From an optimization exercise on the open Yosys and OpenROAD flow, aimed at small area, a short achievable clock period and few clock cycles per item; shortcuts taken in it are not production practice. At most, simulation tests tie the RTL to the original design; equivalence was not proved. No activity file was given, so power comes from the tool's default toggle rates.

Setup of JK:
## ALU_top
module ALU_top(
    input soc_clk,
    input reset,
    input [31:0] ALU_dat1,
    input [31:0] ALU_dat2,
    input [5:0] Instruction_from_CU,
    output ALU_overflow,
    output ALU_con_met,
    output ALU_zero,
    output ALU_err,
    output ALU_ready,
    output [31:0] ALU_out,
    output ALU_accept
);
    reg busy;
    always @(posedge soc_clk) begin
        if (reset) busy <= 1'b0;
        else       busy <= ~busy;
    end
    assign ALU_accept = ~busy;
    assign ALU_ready  = busy;
    assign ALU_err    = 1'b0;
    wire [31:0] a = ALU_dat1;
    wire [31:0] b = ALU_dat2;
    wire [5:0]  c = Instruction_from_CU;
    wire is_beq  = (c == 6'd4);
    wire is_bne  = (c == 6'd5);
    wire is_blt  = (c == 6'd6);
    wire is_bge  = (c == 6'd7);
    wire is_bltu = (c == 6'd8);
    wire is_bgeu = (c == 6'd9);
    wire is_add  = (c == 6'd18) | (c == 6'd27);
    wire is_sub  = (c == 6'd28);
    wire is_sll  = (c == 6'd24) | (c == 6'd29);
    wire is_srl  = (c == 6'd25) | (c == 6'd33);
    wire is_sra  = (c == 6'd26) | (c == 6'd34);
    wire is_slt  = (c == 6'd19) | (c == 6'd30);
  ...
For scale: ~1,100 cells after synthesis, ~35 flip-flops, ~110 I/O pins, roughly 6200 um^2 of cells after synthesis.
==> flow/config.mk <==
export PLATFORM = sky130hd
export DESIGN_NAME = ALU_top
export DESIGN_NICKNAME = ALU_top
export VERILOG_FILES = /design/flow/design.v
export SDC_FILE = /design/flow/constraint.sdc
export NUM_CORES = 4
export LEC_CHECK = 0
export ABC_AREA = 1
export CAP_MARGIN = 20
export CORE_MARGIN = 2
export CORE_UTILIZATION = 40
export SLEW_MARGIN = 20
==> flow/constraint.sdc <==
create_clock -name core_clock -period 14.0 [get_ports {soc_clk}]
set_input_delay 2.8000 -clock core_clock [delete_from_list [all_inputs] [get_ports {soc_clk}]]
set_output_delay 2.8000 -clock core_clock [all_outputs]
set_load 0.01 [all_outputs]
standard.sh (not shown) runs the stock make flow with config.mk's settings and CLKGATE_MAP_FILE= SYNTH_SCRIPT=/design/flow/synth_recipe.tcl, a recipe that flattens the netlist after the stock synthesis.
==> flow/flow/run.sh <==
#!/bin/bash
# Standard ORFS layout (the standard.sh), with plain buf_2 port buffers and a
# setup margin so that the repair steps size the logic for a shorter period.
set -euo pipefail
bash standard.sh "BUFFER_PORTS_ARGS=-buffer_cell sky130_fd_sc_hd__buf_2" SETUP_SLACK_MARGIN=8.5 finish > standard.log 2>&1
What MS does differently from JK at the input level:
--- a/flow/design.v
+++ b/flow/design.v
@@ -385,33 +385,50 @@
         for (gi = 0; gi < 32; gi = gi + 1) begin : REV
             assign a_rev[gi]  = a[31-gi];
             assign sh_rev[gi] = sh_r[31-gi];
         end
     endgenerate
     wire [31:0] sh_in = is_sll ? a_rev : a;
     wire        fill  = is_sra & a[31];
     wire [31:0] r0 = b[0] ? {fill, sh_in[31:1]} : sh_in;
     wire [31:0] r1 = b[1] ? {{2{fill}}, r0[31:2]} : r0;
     wire [31:0] r2 = b[2] ? {{4{fill}}, r1[31:4]} : r1;
     wire [31:0] r3 = b[3] ? {{8{fill}}, r2[31:8]} : r2;
     assign sh_r = b[4] ? {{16{fill}}, r3[31:16]} : r3;
-    wire [31:0] res =
-        ({32{is_add | is_sub}} & sum) |
+    wire        sel_sum = is_add | is_sub;
+    wire [31:0] res_o =
         ({32{is_sll}} & sh_rev) |
         ({32{is_srl | is_sra}} & sh_r) |
         ({32{is_xor | is_or}} & p) |
-        ({32{is_and | is_or}} & g) |
-        {31'd0, (is_slt & lts) | (is_sltu & ltu)};
-    wire cm = (is_beq & eq) | (is_bne & ~eq) | (is_blt & lts) | (is_bge & ~lts) |
-              (is_bltu & ltu) | (is_bgeu & ~ltu);
+        ({32{is_and | is_or}} & g);
+    wire [31:0] cin_v = {cg[30:0], do_sub};
+    wire [31:0] res0 = res_o | ({32{sel_sum}} & p);
+    wire [31:0] res1 = res_o | ({32{sel_sum}} & ~p);
+    wire [31:0] res;
+    generate
+        for (gi = 0; gi < 32; gi = gi + 1) begin : RES
+            if (gi == 0) begin : B0
+                assign res[gi] = (cin_v[gi] ? res1[gi] : res0[gi]) | slt_bit;
+            end else begin : BN
+                assign res[gi] = cin_v[gi] ? res1[gi] : res0[gi];
+            end
+        end
+    endgenerate
+    wire sdiff = a[31] ^ b[31];
+    wire lts0  = sdiff ? a[31] : p[31];     
+    wire lts1  = sdiff ? a[31] : ~p[31];    
+    wire slt_bit = (cg[31] ? 1'b0 : is_sltu) | (cg[30] ? (is_slt & lts1) : (is_slt & lts0));
+    wire cm_u  = cg[31] ? is_bgeu : is_bltu;
+    wire cm_s  = cg[30] ? ((is_blt & lts1) | (is_bge & ~lts1)) : ((is_blt & lts0) | (is_bge & ~lts0));
+    wire cm    = (is_beq & eq) | (is_bne & ~eq) | cm_u | cm_s;
     reg [31:0] out_r;
     reg        ovf_r, cm_r;
     always @(posedge soc_clk) begin
         out_r <= res;
         ovf_r <= (is_add | is_sub) & ovf;
         cm_r  <= cm;
     end
     assign ALU_out      = out_r;
     assign ALU_overflow = ovf_r;
     assign ALU_con_met  = cm_r;
     assign ALU_zero     = ~|out_r;
 endmodule
--- outcome ---
From MS to JK, number of tap cells inserted did not move at all.
sky130_fd_sc_hd__nand2_1 as the most common cell after layout, fill and taps aside was reported by MS, and sky130_fd_sc_hd__nand3_1 by JK.
Looking at MS and JK, the clock network area share is a wash.
The clock-buffer cell count was comparable across MS and JK.
The utilization after layout was comparable across MS and JK.
Between JK and MS, the flow reports number of inserted filler cells in the final layout increasing by a few percent.
MS vs JK: portion of the clock cycle consumed by the worst path in the final layout down
Summary: with JK as the reference, routed length on met3 in MS moved down by more than 10%.
Higher fraction of the mapped netlist area in simple logic gates was reported by JK, not MS.
The final layouts of MS and JK pass the timing, design-rule and antenna checks.
From JK to MS the numbers moved as follows: global routing usage on met3 dropped 1.4 points, power went down about 2.2%.
Setup WNS JK -> MS: better
The adder-cell share of the synthesized area of MS falls short of that of JK by 1.6 points.
MS ended up with more standard cells than JK.
No run of this note included a check of the RTL's function; only the layout flow was run.

Another version of the RTL of ALU_top (not shown whole).
Size: about 1100 cells after synthesis, about 35 flip-flops, roughly 110 I/O pins, about 6000 µm² of cells after synthesis.
export LEC_CHECK = 0
export ABC_AREA = 1
export CAP_MARGIN = 20
export CORE_MARGIN = 2
export CORE_UTILIZATION = 40
export SLEW_MARGIN = 20
create_clock -name core_clock -period 14.0 [get_ports {soc_clk}]
Scripts as last shown in full above: flow/flow/run.sh
Testbench counts at the start, summed over its fixed seeds: cycles 24,000, items 12,000.
Next try:
--- a/flow/design.v
+++ b/flow/design.v
@@ -34,18 +34,18 @@
     wire is_sll  = (c == 6'd24) | (c == 6'd29);
     wire is_srl  = (c == 6'd25) | (c == 6'd33);
     wire is_sra  = (c == 6'd26) | (c == 6'd34);
     wire is_slt  = (c == 6'd19) | (c == 6'd30);
     wire is_sltu = (c == 6'd20) | (c == 6'd31);
     wire is_xor  = (c == 6'd21) | (c == 6'd32);
     wire is_or   = (c == 6'd22) | (c == 6'd35);
     wire is_and  = (c == 6'd23) | (c == 6'd36);
-    wire do_sub = is_sub | is_beq | is_bne | is_blt | is_bge | is_bltu | is_bgeu |
-                  is_slt | is_sltu;
+    wire do_sub = ~c[5] & (~c[4] | (c[3] & c[2]) | (~c[3] & ~c[2] & c[1] & c[0]) |
+                           (~c[3] & c[2] & ~c[1] & ~c[0]));
     wire [31:0] bx = b ^ {32{do_sub}};
     wire [31:0] p  = a ^ bx;
     wire [31:0] g  = a & bx;
     wire [31:0] G0 = {g[31:1], g[0] | (p[0] & do_sub)};
     wire [31:0] P0 = p;
     wire [31:0] G1, P1;
     assign G1[0] = G0[0];
     assign P1[0] = P0[0];
@@ -389,23 +389,32 @@
     endgenerate
     wire [31:0] sh_in = is_sll ? a_rev : a;
     wire        fill  = is_sra & a[31];
     wire [31:0] r0 = b[0] ? {fill, sh_in[31:1]} : sh_in;
     wire [31:0] r1 = b[1] ? {{2{fill}}, r0[31:2]} : r0;
     wire [31:0] r2 = b[2] ? {{4{fill}}, r1[31:4]} : r1;
     wire [31:0] r3 = b[3] ? {{8{fill}}, r2[31:8]} : r2;
     assign sh_r = b[4] ? {{16{fill}}, r3[31:16]} : r3;
-    wire [31:0] res =
-        ({32{is_add | is_sub}} & sum) |
+    wire        sel_sum = is_add | is_sub;
+    wire [31:0] res_o =
         ({32{is_sll}} & sh_rev) |
         ({32{is_srl | is_sra}} & sh_r) |
         ({32{is_xor | is_or}} & p) |
         ({32{is_and | is_or}} & g) |
         {31'd0, (is_slt & lts) | (is_sltu & ltu)};
+    wire [31:0] cin_v = {cg[30:0], do_sub};
+    wire [31:0] res0 = res_o | ({32{sel_sum}} & p);
+    wire [31:0] res1 = res_o | ({32{sel_sum}} & ~p);
+    wire [31:0] res;
+    generate
+        for (gi = 0; gi < 32; gi = gi + 1) begin : RES
+            assign res[gi] = cin_v[gi] ? res1[gi] : res0[gi];
+        end
+    endgenerate
     wire cm = (is_beq & eq) | (is_bne & ~eq) | (is_blt & lts) | (is_bge & ~lts) |
               (is_bltu & ltu) | (is_bgeu & ~ltu);
     reg [31:0] out_r;
     reg        ovf_r, cm_r;
     always @(posedge soc_clk) begin
         out_r <= res;
         ovf_r <= (is_add | is_sub) & ovf;
         cm_r  <= cm;
After rerunning: The changed run went through all stages and came out clean. Via count fell by 7.8%. Wire length decreases by 12%. Register-to-register slack hardly moves. Utilization goes down by 3.2 points. Cell area falls by 10%. Sequential power barely changes. Hold slack is better by 7.0 ps. Global-route usage is lower by 1.1 points. Total power decreases by about 11%.
The RTL of the second run of this note was laid out without a check of its function.

==> what the ideal ports hide <==
How much do the figures lean on ideal ports? The routed layouts below were timed once more, with nothing changed but the port constraints.
Step 1, drivers: a clkbuf_16 drives soc_clk and a buf_2 each remaining input, both assumed.
Step 2 moves the port delays by t, midway between the first and last clock arrival at a register: inputs arrive t later, outputs are due t later. That takes back most of the time a late clock gives input paths.
a / b / c = no drivers / after step 1 / after step 2; a / b = the first two.
run | t (ns) | setup slack, ns | hold slack, ns | worst register clock-pin slew, ns | cell pins on the clock port's net
JK | 0.323 | 8.423 / 8.427 / 8.104 | 0.429 / 0.429 / 0.429 | 0.07 / 0.07 | 1
MS | 0.311 | 8.606 / 8.619 / 8.308 | 0.422 / 0.422 / 0.422 | 0.06 / 0.06 | 1
the first run of note 2 | 0.324 | 7.996 / 7.989 / 7.665 | 0.425 / 0.425 / 0.425 | 0.07 / 0.07 | 1
the second run of note 2 | 0.328 | 8.607 / 8.628 / 8.300 | 0.432 / 0.432 / 0.432 | 0.06 / 0.06 | 1
After both steps every run listed still meets setup and hold. The setup slack of the first run of note 2, which loses most, moves by -0.007 ns with the drivers and by -0.331 ns with both steps.
